Context: an optimization exercise on an open-source flow, tuned for small area. The choices shown serve that exercise and are no tape-out recipe. At most, simulation tests tie the RTL to the original design; equivalence was not proved. The clock input has no modelled driver; a real chip could not lean on it and would need a root buffer or a full tree. Power and IR drop assume default switching activity.

==> inputs of run a <==
Design final_eight_adc, start of the top module:
module final_eight_adc(
	input clk,
	input rst,
	output TxD,
	output TxD_busy,
	output SCK,
	output SS1,
	output MOSI,
	input MISO,
	output SCK1,
	output SS2,
	output MOSI1,
	input MISO1,
	output SCK2,
	output SS3,
	output MOSI2,
	input MISO2,
	output SCK3,
	output SS4,
	output MOSI3,
	input MISO3,
	output SCK4,
	output SS5,
	output MOSI4,
	input MISO4,
	output SCK5,
	output SS6,
	output MOSI5,
	input MISO5,
	output SCK6,
	output SS7,
	output MOSI6,
	input MISO6,
	output SCK7,
	output SS8,
	output MOSI7,
	input MISO7
);
clock: 10.0 ns
lec_check: 0
cap_margin: 20
core_margin: 2
core_utilization: 85
place_density: 0.92
slew_margin: 20
standard.sh (not shown) runs the stock make flow with config.mk's settings and CLKGATE_MAP_FILE= SYNTH_SCRIPT=/design/flow/synth_recipe.tcl, a recipe that flattens the netlist after the stock synthesis.
==> flow/flow/run.sh <==
#!/bin/bash
# The standard layout (standard.sh) with these changes:
# - synthesis maps the logic with an area-oriented ABC script
#   (flow/abc_map.script, in place of ORFS's abc_speed.script) in a copy
#   of ORFS's scripts folder; everything else in synthesis is unchanged;
# - ports are buffered with buf_1 cells;
# - the clock tree is built by flow/cts.tcl (clusters of flip-flops, one
#   clock buffer each, and a root buffer) in place of ORFS's CTS step; it
#   is tried with several cluster sizes and the tree with the least buffer
#   area whose clock pin slew is under the target is kept.
# Each ORFS step's full output is in orfs/logs/; the output of each part
# of this script is in its own log file here.
set -euo pipefail
here=$(pwd)
rm -rf "$here/scripts"
cp -r "$FLOW_HOME/scripts" "$here/scripts"
cp "$here/flow/abc_map.script" "$here/scripts/abc_speed.script"
export SCRIPTS_DIR="$here/scripts"
export BUFFER_PORTS_ARGS="-buffer_cell sky130_fd_sc_hd__buf_1"
bash standard.sh synth floorplan place > standard_place.log 2>&1
res="$here/orfs/results/$FLOW_PLATFORM/final_eight_adc/base"
target=0.105
best=""
best_area=""
for s in 8 9 10 11 12 13 14 16 19 22 25 30; do
  CTS_RESULTS="$res" CTS_PLATFORM_DIR="$FLOW_HOME/platforms/$FLOW_PLATFORM" \
    CTS_MAXS=$s CTS_TARGET_SLEW=$target CTS_OUT="$here/cts_try_$s" \
    openroad -no_init -exit "$here/flow/cts.tcl" > "cts_$s.log" 2>&1 || continue
  read -r area slew < "$here/cts_try_$s.txt"
  echo "cluster size $s: buffer area $area, worst slew $slew" >> cts_choice.log
  if awk -v s="$slew" -v t="$target" 'BEGIN { exit !(s <= t) }'; then
    if [[ -z "$best" ]] || awk -v a="$area" -v b="$best_area" 'BEGIN { exit !(a < b) }'; then
      best=$s
      best_area=$area
    fi
  fi
done
if [[ -z "$best" ]]; then
  echo "no clock tree met the target; using ORFS's CTS" >> cts_choice.log
  export CTS_ARGS="-sink_clustering_enable -repair_clock_nets -dont_use_dummy_load -buf_list sky130_fd_sc_hd__clkbuf_8"
else
  echo "chosen cluster size: $best" >> cts_choice.log
  cp "$here/cts_try_$best.odb" "$res/4_1_cts.odb"
  cp "$here/cts_try_$best.sdc" "$res/4_cts.sdc"
fi
rm -f "$here"/cts_try_*.odb
bash standard.sh > standard_finish.log 2>&1
==> flow/flow/abc_map.script <==
strash
dch -f
amap
strash
dch
amap
strash
dch
amap
topo
==> flow/flow/cts.tcl <==
set res $::env(CTS_RESULTS)
set plat $::env(CTS_PLATFORM_DIR)
set maxs $::env(CTS_MAXS)
set target $::env(CTS_TARGET_SLEW)
read_liberty $plat/lib/sky130_fd_sc_hd__tt_025C_1v80.lib
read_db $res/3_place.odb
read_sdc $res/3_place.sdc
source $plat/setRC.tcl
set db [ord::get_db]
set block [ord::get_db_block]
set clknet [$block findNet clk]
set sizes {sky130_fd_sc_hd__clkbuf_2 sky130_fd_sc_hd__clkbuf_4 sky130_fd_sc_hd__buf_6 sky130_fd_sc_hd__clkbuf_8 sky130_fd_sc_hd__clkbuf_16}

set sinks {}
foreach it [$clknet getITerms] {
  set box [[$it getInst] getBBox]
  lappend sinks [list $it [expr {([$box xMin] + [$box xMax]) / 2}] [expr {([$box yMin] + [$box yMax]) / 2}]]
}
puts "clock sinks: [llength $sinks]"

# recursive bisection into k clusters of nearly equal size, each cut
# across the longer side of the points' bounding box
proc bisect {pts k} {
  if {$k <= 1} { return [list $pts] }
  set xs {}; set ys {}
  foreach p $pts { lappend xs [lindex $p 1]; lappend ys [lindex $p 2] }
  set dx [expr {[tcl::mathfunc::max {*}$xs] - [tcl::mathfunc::min {*}$xs]}]
  set dy [expr {[tcl::mathfunc::max {*}$ys] - [tcl::mathfunc::min {*}$ys]}]
  set idx [expr {$dx >= $dy ? 1 : 2}]
  set s [lsort -integer -index $idx $pts]
  set k1 [expr {$k / 2}]
  set h [expr {[llength $s] * $k1 / $k}]
  return [concat [bisect [lrange $s 0 [expr {$h - 1}]] $k1] [bisect [lrange $s $h end] [expr {$k - $k1}]]]
}
set nclusters [expr {([llength $sinks] + $maxs - 1) / $maxs}]
set groups [bisect $sinks $nclusters]
puts "clusters: [llength $groups]"

set leaves {}
set k 0
foreach g $groups {
  set inst [odb::dbInst_create $block [$db findMaster [lindex $sizes 1]] "clkbuf_leaf_$k"]
  set net [odb::dbNet_create $block "clknet_leaf_$k"]
  $net setSigType CLOCK
  [$inst findITerm X] connect $net
  set sx 0; set sy 0
  foreach s $g {
    set it [lindex $s 0]
    $it disconnect
    $it connect $net
    incr sx [lindex $s 1]; incr sy [lindex $s 2]
  }
  $inst setLocation [expr {$sx / [llength $g]}] [expr {$sy / [llength $g]}]
  $inst setPlacementStatus PLACED
  lappend leaves $inst
  incr k
}
if {[llength $leaves] > 4} {
  set root [odb::dbInst_create $block [$db findMaster sky130_fd_sc_hd__clkbuf_16] "clkbuf_root"]
  set rnet [odb::dbNet_create $block "clknet_root"]
  $rnet setSigType CLOCK
  [$root findITerm A] connect $clknet
  [$root findITerm X] connect $rnet
  set sx 0; set sy 0
  foreach l $leaves {
    [$l findITerm A] connect $rnet
    set loc [$l getLocation]
    incr sx [lindex $loc 0]; incr sy [lindex $loc 1]
  }
  $root setLocation [expr {$sx / [llength $leaves]}] [expr {$sy / [llength $leaves]}]
  $root setPlacementStatus PLACED
} else {
  foreach l $leaves { [$l findITerm A] connect $clknet }
}
global_connect
detailed_placement
set_propagated_clock [all_clocks]

proc worst_slew {net} {
  set w 0
  foreach p [get_pins -of_objects [get_nets $net] -filter "direction == input"] {
    foreach prop {slew_max_rise slew_max_fall} {
      set v [get_property $p $prop]
      if {$v > $w} { set w $v }
    }
  }
  return $w
}
proc worst_clk_slew {} {
  set w 0
  foreach p [get_pins -hier */CLK] {
    foreach prop {slew_max_rise slew_max_fall} {
      set v [get_property $p $prop]
      if {$v > $w} { set w $v }
    }
  }
  return $w
}
# each leaf gets the smallest size whose sinks' slew is under the target
estimate_parasitics -placement
foreach l $leaves {
  set name [$l getName]
  set net [[[$l findITerm X] getNet] getName]
  foreach m $sizes {
    replace_cell $name $m
    estimate_parasitics -placement
    if {[worst_slew $net] <= $target} break
  }
}
detailed_placement
# legalizing may have moved cells: size up any leaf now over the target
for {set pass 0} {$pass < 3} {incr pass} {
  estimate_parasitics -placement
  set changed 0
  foreach l $leaves {
    set net [[[$l findITerm X] getNet] getName]
    set i [lsearch $sizes [[$l getMaster] getName]]
    if {[worst_slew $net] > $target && $i < [llength $sizes] - 1} {
      replace_cell [$l getName] [lindex $sizes [expr {$i + 1}]]
      incr changed
    }
  }
  if {!$changed} break
  detailed_placement
}
# a smaller root buffer, if the sinks' slew stays under the target
if {[llength $leaves] > 4} {
  foreach m {sky130_fd_sc_hd__clkbuf_8 sky130_fd_sc_hd__clkbuf_4} {
    set old [[$root getMaster] getName]
    replace_cell clkbuf_root $m
    estimate_parasitics -placement
    if {[worst_clk_slew] > $target} { replace_cell clkbuf_root $old; break }
  }
  detailed_placement
}
estimate_parasitics -placement
set w 0
foreach p [get_pins -hier */CLK] {
  foreach prop {slew_max_rise slew_max_fall} {
    set v [get_property $p $prop]
    if {$v > $w} { set w $v }
  }
}
puts "worst clock pin slew: $w"
set ca 0
foreach c [get_cells clkbuf_*] { set ca [expr {$ca + [get_property [get_lib_cells -of_objects $c] area]}] }
puts "clock buffer area: $ca"
report_clock_skew
report_checks -path_delay min -digits 3
check_placement -verbose
set out $::env(CTS_OUT)
write_db $out.odb
write_sdc -no_timestamp $out.sdc
set f [open $out.txt w]
puts $f "$ca $w"
close $f
==> run b: changes against run a <==
==> flow/config.mk (replaced) <==
export PLATFORM = sky130hd
export DESIGN_NAME = final_eight_adc
export DESIGN_NICKNAME = final_eight_adc
export VERILOG_FILES = /design/flow/design.v
export SDC_FILE = /design/flow/constraint.sdc
export NUM_CORES = 4
export LEC_CHECK = 0
export CAP_MARGIN = 20
export CORE_MARGIN = 2
export CORE_UTILIZATION = 90
export PLACE_DENSITY = 0.95
export SLEW_MARGIN = 20
==> run c: changes against run a <==
--- a/flow/design.v
+++ b/flow/design.v
@@ -31,60 +31,61 @@
 	output SS7,
 	output MOSI6,
 	input MISO6,
 	output SCK7,
 	output SS8,
 	output MOSI7,
 	input MISO7
 );
-reg [2:0] mr;
+reg [2:0] m;
 reg [4:0] tl;
 reg [10:0] th;
-wire [8:0] lo_inc = {1'b0, tl, mr} + 9'd1;
+wire [8:0] lo_inc = {1'b0, tl, m} + 9'd1;
 wire th_zero = (th == 11'd0);
-wire tr_end = (th == 11'b11101110111) & (tl == 5'd22);  
-wire rise = (mr == 3'd7);
+wire tf_end = (th == 11'b11101110111) & (tl == 5'd22);  
+wire fall = (m == 3'd7);
+wire rise = (m == 3'd3);
 always @(posedge clk) begin
 	if (rst) begin
-		mr <= 3'd4;
+		m <= 3'd0;
 		tl <= 5'd0;
 		th <= 11'd0;
 	end else begin
-		mr <= lo_inc[2:0];
-		if (rise & tr_end) begin
+		m <= lo_inc[2:0];
+		if (fall & tf_end) begin
 			tl <= 5'd0;
 			th <= 11'd0;
 		end else begin
 			tl <= lo_inc[7:3];
 			if (lo_inc[8])
 				th <= {th[9:0], ~(th[10] ^ th[8])};
 		end
 	end
 end
-wire sck = ~mr[2];
-assign SCK = sck;
-assign SCK1 = sck;
-assign SCK2 = sck;
-assign SCK3 = sck;
-assign SCK4 = sck;
-assign SCK5 = sck;
-assign SCK6 = sck;
-assign SCK7 = sck;
-wire ss = ~th_zero | (tl[4] & tl[3] & (tl[2] | tl[1]));
+assign SCK = m[2];
+assign SCK1 = m[2];
+assign SCK2 = m[2];
+assign SCK3 = m[2];
+assign SCK4 = m[2];
+assign SCK5 = m[2];
+assign SCK6 = m[2];
+assign SCK7 = m[2];
+wire tl_ge26 = tl[4] & tl[3] & (tl[2] | tl[1]);
+wire ss = (~th_zero | tl_ge26) & ~(m[2] & tf_end)
+	| (th_zero & (tl == 5'd25) & m[2]);
 assign SS1 = ss;
 assign SS2 = ss;
 assign SS3 = ss;
 assign SS4 = ss;
 assign SS5 = ss;
 assign SS6 = ss;
 assign SS7 = ss;
 assign SS8 = ss;
-wire mosi = th_zero & (sck ? ((tl == 5'd9) | (tl == 5'd10) | (tl == 5'd13))
-	: ((tl == 5'd8) | (tl == 5'd9) | (tl == 5'd12)));
+wire mosi = th_zero & ((tl == 5'd8) | (tl == 5'd9) | (tl == 5'd12));
 assign MOSI = mosi;
 assign MOSI1 = mosi;
 assign MOSI2 = mosi;
 assign MOSI3 = mosi;
 assign MOSI4 = mosi;
 assign MOSI5 = mosi;
 assign MOSI6 = mosi;
 assign MOSI7 = mosi;
@@ -108,17 +109,17 @@
 		q5 <= 3'b000;
 	else
 		q5 <= {q5[1:0], ~(q5[2] | q5[1])};
 end
 wire [4:0] q5k = {q5[2] & ~q5[1], q5[2] & q5[1], q5[1] & q5[0], ~q5[1] & q5[0], ~q5[2] & ~q5[0]};
 wire [9:0] qk;
 genvar gk;
 generate for (gk = 0; gk < 10; gk = gk + 1) begin : g_qk
-	assign qk[gk] = q5k[gk % 5] & (mr[0] == gk[0]);
+	assign qk[gk] = q5k[gk % 5] & (m[0] == gk[0]);
 end endgenerate
 localparam [18:0] P_INV = 19'b0101010101010101010;
 reg [18:0] ps;
 wire [18:0] p = ps ^ P_INV;
 wire p_end = (p == 19'b1100010011100100100);
 always @(posedge clk) begin
 	if (rst | p_end)
 		ps <= P_INV;
--- a/flow/flow/run.sh
+++ b/flow/flow/run.sh
@@ -14,20 +14,20 @@
 here=$(pwd)
 rm -rf "$here/scripts"
 cp -r "$FLOW_HOME/scripts" "$here/scripts"
 cp "$here/flow/abc_map.script" "$here/scripts/abc_speed.script"
 export SCRIPTS_DIR="$here/scripts"
 export BUFFER_PORTS_ARGS="-buffer_cell sky130_fd_sc_hd__buf_1"
 bash standard.sh synth floorplan place > standard_place.log 2>&1
 res="$here/orfs/results/$FLOW_PLATFORM/final_eight_adc/base"
-target=0.105
+target=0.115
 best=""
 best_area=""
-for s in 8 9 10 11 12 13 14 16 19 22 25 30; do
+for s in 10 12 13 16 19 25; do
   CTS_RESULTS="$res" CTS_PLATFORM_DIR="$FLOW_HOME/platforms/$FLOW_PLATFORM" \
     CTS_MAXS=$s CTS_TARGET_SLEW=$target CTS_OUT="$here/cts_try_$s" \
     openroad -no_init -exit "$here/flow/cts.tcl" > "cts_$s.log" 2>&1 || continue
   read -r area slew < "$here/cts_try_$s.txt"
   echo "cluster size $s: buffer area $area, worst slew $slew" >> cts_choice.log
   if awk -v s="$slew" -v t="$target" 'BEGIN { exit !(s <= t) }'; then
     if [[ -z "$best" ]] || awk -v a="$area" -v b="$best_area" 'BEGIN { exit !(a < b) }'; then
       best=$s
==> flow/flow/abc_map.script (replaced) <==
strash
dch
amap
topo
--- a/flow/flow/cts.tcl
+++ b/flow/flow/cts.tcl
@@ -4,17 +4,17 @@
 set target $::env(CTS_TARGET_SLEW)
 read_liberty $plat/lib/sky130_fd_sc_hd__tt_025C_1v80.lib
 read_db $res/3_place.odb
 read_sdc $res/3_place.sdc
 source $plat/setRC.tcl
 set db [ord::get_db]
 set block [ord::get_db_block]
 set clknet [$block findNet clk]
-set sizes {sky130_fd_sc_hd__clkbuf_2 sky130_fd_sc_hd__clkbuf_4 sky130_fd_sc_hd__buf_6 sky130_fd_sc_hd__clkbuf_8 sky130_fd_sc_hd__clkbuf_16}
+set sizes {sky130_fd_sc_hd__clkbuf_2 sky130_fd_sc_hd__clkbuf_4 sky130_fd_sc_hd__clkbuf_8 sky130_fd_sc_hd__clkbuf_16}
 
 set sinks {}
 foreach it [$clknet getITerms] {
   set box [[$it getInst] getBBox]
   lappend sinks [list $it [expr {([$box xMin] + [$box xMax]) / 2}] [expr {([$box yMin] + [$box yMax]) / 2}]]
 }
 puts "clock sinks: [llength $sinks]"
 
@@ -81,52 +81,48 @@
   foreach p [get_pins -of_objects [get_nets $net] -filter "direction == input"] {
     foreach prop {slew_max_rise slew_max_fall} {
       set v [get_property $p $prop]
       if {$v > $w} { set w $v }
     }
   }
   return $w
 }
+# size each leaf up until its sinks' slew is under the target
+for {set pass 0} {$pass < 4} {incr pass} {
+  estimate_parasitics -placement
+  set changed 0
+  foreach l $leaves {
+    set name [$l getName]
+    set net [[$l findITerm X] getNet]
+    set w [worst_slew [$net getName]]
+    set m [[$l getMaster] getName]
+    set i [lsearch $sizes $m]
+    if {$w > $target && $i < [llength $sizes] - 1} {
+      replace_cell $name [lindex $sizes [expr {$i + 1}]]
+      incr changed
+    } elseif {$pass == 0 && $i > 0} {
+      # try one size down
+      replace_cell $name [lindex $sizes [expr {$i - 1}]]
+      estimate_parasitics -placement
+      if {[worst_slew [$net getName]] > $target} { replace_cell $name $m }
+    }
+  }
+  detailed_placement
+  if {!$changed && $pass > 0} break
+}
 proc worst_clk_slew {} {
   set w 0
   foreach p [get_pins -hier */CLK] {
     foreach prop {slew_max_rise slew_max_fall} {
       set v [get_property $p $prop]
       if {$v > $w} { set w $v }
     }
   }
   return $w
-}
-# each leaf gets the smallest size whose sinks' slew is under the target
-estimate_parasitics -placement
-foreach l $leaves {
-  set name [$l getName]
-  set net [[[$l findITerm X] getNet] getName]
-  foreach m $sizes {
-    replace_cell $name $m
-    estimate_parasitics -placement
-    if {[worst_slew $net] <= $target} break
-  }
-}
-detailed_placement
-# legalizing may have moved cells: size up any leaf now over the target
-for {set pass 0} {$pass < 3} {incr pass} {
-  estimate_parasitics -placement
-  set changed 0
-  foreach l $leaves {
-    set net [[[$l findITerm X] getNet] getName]
-    set i [lsearch $sizes [[$l getMaster] getName]]
-    if {[worst_slew $net] > $target && $i < [llength $sizes] - 1} {
-      replace_cell [$l getName] [lindex $sizes [expr {$i + 1}]]
-      incr changed
-    }
-  }
-  if {!$changed} break
-  detailed_placement
 }
 # a smaller root buffer, if the sinks' slew stays under the target
 if {[llength $leaves] > 4} {
   foreach m {sky130_fd_sc_hd__clkbuf_8 sky130_fd_sc_hd__clkbuf_4} {
     set old [[$root getMaster] getName]
     replace_cell clkbuf_root $m
     estimate_parasitics -placement
     if {[worst_clk_slew] > $target} { replace_cell clkbuf_root $old; break }
==> flow/config.mk (replaced) <==
export PLATFORM = sky130hd
export DESIGN_NAME = final_eight_adc
export DESIGN_NICKNAME = final_eight_adc
export VERILOG_FILES = /design/flow/design.v
export SDC_FILE = /design/flow/constraint.sdc
export NUM_CORES = 4
export LEC_CHECK = 0
export CAP_MARGIN = 20
export CORE_MARGIN = 2
export CORE_UTILIZATION = 70
export PLACE_DENSITY = 0.8
export SLEW_MARGIN = 20
==> Flow_metrics.wiki <==
{| class="wikitable"
! Metric !! Value
|-
| Chip height || approximately 84 um
|-
| Max Transition Viols Final || 0
|-
| Met3 Track Usage GR || 2.47%
|-
| Cell area after synthesis || 4480 um2
|-
| Via count of the first global-routing pass || about 2700
|-
| Worst Path Required || around 8 ns
|-
| Cell count after synthesis || ~400
|-
| Combinational family with the most area after synthesis || compound AO/OA/AOI/OAI gates
|-
| P_int || 0.669 mW
|-
| Via count || around 2900
|-
| Commonest cells after routing, fill and taps aside || 139 x dfxtp_1, 45 x nor2_1, 35 x buf_1, 33 x clkinv_1, 32 x nand2_1
|-
| Area of the multi-input gates || 1170 um2
|-
| Final weighted congestion of routability-driven global placement || around 0.83
|-
| Dpl hpwl || around 4.8 mm
|-
| Status || timing/DRC/antenna clean
|-
| Share of total power in the clock network || approximately 28%
|-
| Regs by FF count || ps: 19 flops, th: 11 flops
|-
| Proportion of cell area occupied by multi-input gates || between 20% and 30%
|-
| Top cells by area in the synthesized netlist || dfxtp_1 62%, edfxtp_1 5.4%, nor2_1 3.8%, buf_4 3.5%, clkinv_1 2.8%
|-
| Combinational power || approximately 0.012 mW
|-
| Power density over cell area || around 180 nW/um2
|}
Source of the figures above: run c

==> Flow_metrics.wiki <==
{| class="wikitable"
! Metric !! Value
|-
| Status || timing/DRC/antenna clean
|-
| Max Transition Viols Final || 0
|-
| Via count || ~3200
|-
| Area of the multi-input gates || approximately 1100 um2
|-
| P_int || 0.670 mW
|-
| Dpl hpwl || 5.63 mm
|-
| Largest stage delay on the critical path || a little under 0.5 ns
|-
| Top cells by area in the synthesized netlist || dfxtp_1 64%, edfxtp_1 5.5%, nor2_1 5.0%, o22ai_1 4.4%, buf_4 3.6%
|-
| Final weighted congestion of routability-driven global placement || a little over 0.9
|-
| Share of total power in the clock network || between 20% and 30%
|-
| Hold Path Class || flop to flop
|-
| Combinational power || ~0.015 mW
|-
| Power density over cell area || ~190 nW/um2
|-
| Commonest cells after routing, fill and taps aside || 139 x dfxtp_1, 58 x nor2_1, 35 x buf_1, 31 x o22ai_1, 27 x clkinv_1
|-
| Via count of the first global-routing pass || between 3000 and 4000
|-
| Cell area after synthesis || around 4400 um2
|-
| Cell count after synthesis || 395
|-
| Non-filler instance count after layout || just under 500
|-
| Combinational family with the most area after synthesis || simple AND/OR/NAND/NOR gates
|}
Source of the figures above: run a

==> Flow_metrics.wiki <==
{| class="wikitable"
! Metric !! Value
|-
| Status || stopped before the end
|-
| Last flow stage reached || global routing (5_1_grt)
|-
| Error msg || [ERROR GRT-0232] Routing congestion too high. Check the congestion heatmap in the GUI.
|-
| Dpl hpwl || between 7 and 8 mm
|-
| Top cells by area in the synthesized netlist || dfxtp_1 64%, edfxtp_1 5.5%, nor2_1 5.0%, o22ai_1 4.4%, buf_4 3.6%
|-
| Met3 Track Usage GR || between 60 and 70%
|-
| Chip height || around 74 um
|-
| Combinational family with the most area after synthesis || simple AND/OR/NAND/NOR gates
|-
| Number of synthesis warnings || 1
|-
| Cell area after synthesis || roughly 4400 um2
|-
| Cell count after synthesis || a little under 400
|}
Source of the figures above: run b

The RTL of run c was laid out without a check of its function. In run a and run c the design's own scripts or RTL, not TritonCTS, make the clock network.

==> what the ideal ports hide <==
In the flow no input, the clock included, has a driving cell. The finished layouts below were timed again as built, in two steps.
Step 1: set_driving_cell puts a clkbuf_16 on clk and a buf_2 on each other input, an assumption about the parent block.
Step 2 adds t to the input delays and takes it off the output delays; t is the mean of the earliest and latest rising clock arrival at the registers after step 1. Input paths then give back, and output paths get back, about the clock's delay inside the block.
Three values: ideal ports, drivers, drivers and shift; two values: the first two.
run | t, ns | slack for setup (ns) | worst slew at a driven data input, ns | cell pins on the clock port's net
run a | 0.524 | 5.751 / 5.723 / 5.914 | 0.04 | 1
run c | 0.494 | 5.616 / 5.591 / 6.086 | 0.03 | 1
After both steps every run listed still meets setup and hold.
